This design comes from an exercise in tuning for small area, a short achievable clock period and few clock cycles on the open sky130 flow, not from production work.
Only simulation tests tie the RTL to the original design; equivalence was not proved.
Power and IR drop assume default switching activity.

==> job 6562: inputs <==
## ALU
module ALU(
    input wire clk,
    input wire rst_n,
    input wire [7:0] A,
    input wire [7:0] B,
    input wire start,
    input wire [2:0] opcode,
    output wire [15:0] result,
    output wire done
);
    reg [15:0] P;        
    reg        busy;     
    reg        done_r;
    reg [2:0]  cnt;
    wire mul  = opcode[2];
    wire zero = ~(|A) | ~(|B);
    wire ones = (&A) | (&B);
    wire [7:0] X = busy ? P[15:8] : B;
    wire [7:0] Y = A & {8{~busy | P[0]}};
    wire [8:0] S = {1'b0, X} + {1'b0, Y};
    always @(posedge clk) begin
        if (busy)
            P <= {S, P[7:1]};
        else if (mul)
            P <= zero ? 16'h0000 :
                 ones ? {S[7:0], ~S[7:0]} :
                        {1'b0, A & {8{B[0]}}, B[7:1]};
        else case (opcode[1:0])
            2'b01:   P <= {7'h00, S};
            2'b10:   P <= {8'h00, X & Y};
            2'b11:   P <= {8'h00, X ^ Y};
            default: P <= 16'h0000;
        endcase
    end
    always @(posedge clk) begin
        if (~rst_n) begin
            busy   <= 1'b0;
            done_r <= 1'b0;
        end else begin
            busy   <= start;
            done_r <= start & (busy ? (mul & (cnt == 3'd6)) : (~mul | zero | ones));
        end
        cnt <= busy ? cnt + 3'd1 : 3'd0;
    end
    assign result = P;
    assign done   = done_r;
endmodule
clock: 5.0 ns
lec_check: 0
abc_area: 1
cap_margin: 20
core_margin: 2
core_utilization: 40
setup_slack_margin: 2.9
slew_margin: 20
standard.sh (not shown) runs the stock make flow with config.mk's settings and CLKGATE_MAP_FILE= SYNTH_SCRIPT=/design/flow/synth_recipe.tcl, a recipe that flattens the netlist after the stock synthesis.
==> flow/flow/run.sh <==
#!/bin/bash
# The standard layout, with the port buffers made from small buffers
# (sky130_fd_sc_hd__buf_2) instead of the delay buffers buffer_ports picks.
set -euo pipefail
export BUFFER_PORTS_ARGS="-buffer_cell sky130_fd_sc_hd__buf_2"
export ADDER_MAP_FILE=
bash standard.sh > standard.log 2>&1
==> job 3965 (differences from job 6562) <==
--- a/flow/flow/run.sh
+++ b/flow/flow/run.sh
@@ -4,4 +4,5 @@
 set -euo pipefail
 export BUFFER_PORTS_ARGS="-buffer_cell sky130_fd_sc_hd__buf_2"
 export ADDER_MAP_FILE=
+export RECOVER_POWER=100
 bash standard.sh > standard.log 2>&1
SETUP_SLACK_MARGIN = 2.75   (was 2.9)
==> job 6836 (differences from job 6562) <==
==> flow/run.sh (new file) <==
#!/bin/bash
# synth_recipe.tcl (not shown) runs the flow's synth.tcl, then flattens the netlist and writes it again
# the make line also repeats each setting of config.mk as NAME=value (left out here)
make -C /OpenROAD-flow-scripts/flow DESIGN_CONFIG=/design/flow/config.mk WORK_HOME=/design/flow/orfs CLKGATE_MAP_FILE= SYNTH_SCRIPT=/design/flow/synth_recipe.tcl finish
ABC_AREA = 0   (was 1)
SETUP_SLACK_MARGIN = 2.5   (was 2.9)
removed: flow/flow/run.sh
removed: flow/standard.sh
==> qor summary <==
	job 6836	job 3965	job 6562
Result of the run	finished clean	finished clean	finished clean
Post-detailed-route via-to-cell ratio	6.04	5.25	5.37
Peak ir drop on the vdd network	134 uV	133 uV	169 uV
Placed cell area	0.00208 mm^2	0.00206 mm^2	0.00208 mm^2
Leakage component of the power	0.947 nW	1.07 nW	1.31 nW
Clock slew seen by the registers of the worst setup and hold paths	0.08 ns	0.09 ns	0.09 ns
Relative contribution of combinational cells to total power	48.4%	37.3%	46.1%
First-pass GRT wire length	8660 um	8870 um	9180 um
Global routing usage summed across all routing layers	25.3%	21.8%	22.4%
Area added between synthesis and finish	44.4%	13.5%	45.9%
Post-synthesis xor/xnor area fraction	5.87%	2.36%	2.36%
Sequential share of cell area	17.7%	19.9%	15.5%
Top Consumer	combinational logic	sequential cells	combinational logic
Setup slack after layout	2.19 ns	1.68 ns	2.89 ns
Fraction of synthesized area in multiplexers	8.92%	0%	0%
Instance count after placement with tap cells included	280	399	399
Final Non-Filler Cells	298	404	419
Worst slack at placement	1.19 ns	2.24 ns	2.26 ns
Testbench counts of job 6562, summed over its fixed seeds: cycles 16,520.
Testbench counts of job 3965, summed over its fixed seeds: cycles 16,520.
Testbench counts of job 6836, summed over its fixed seeds: cycles 16,520.

[separate check: timing with driven ports]
Ports are ideal in the flow. The routed layouts listed here were re-timed in OpenROAD. Step 1: set_driving_cell puts a clkbuf_16 on clk and a buf_2 on each other input, an assumption about the parent block. Step 2 moves the port delays by t, midway between the first and last clock arrival at a register: inputs arrive t later, outputs are due t later. That takes back most of the time a late clock gives input paths. Three values: ideal, step 1, step 2; two values: the first two.
| run | shift t [ns] | setup WS [ns] | worst hold slack (ns) | worst setup path at the end | worst data-port slew with drivers (ns) |
|---|---|---|---|---|---|
| job 6562 | 0.297 | 2.893 / 2.877 / 2.580 | 0.468 / 0.468 / 0.468 | input to register | 0.05 |
| job 3965 | 0.300 | 1.679 / 1.679 / 1.679 | 0.465 / 0.465 / 0.465 | register to register | 0.03 |
| job 6836 | 0.293 | 2.192 / 2.174 / 1.881 | 0.480 / 0.480 / 0.480 | input to register | 0.06 |
After both steps setup and hold are still met in every run listed. For job 6562, which loses most, drivers alone change the setup slack by -0.016 ns; drivers and shift together by -0.313 ns.
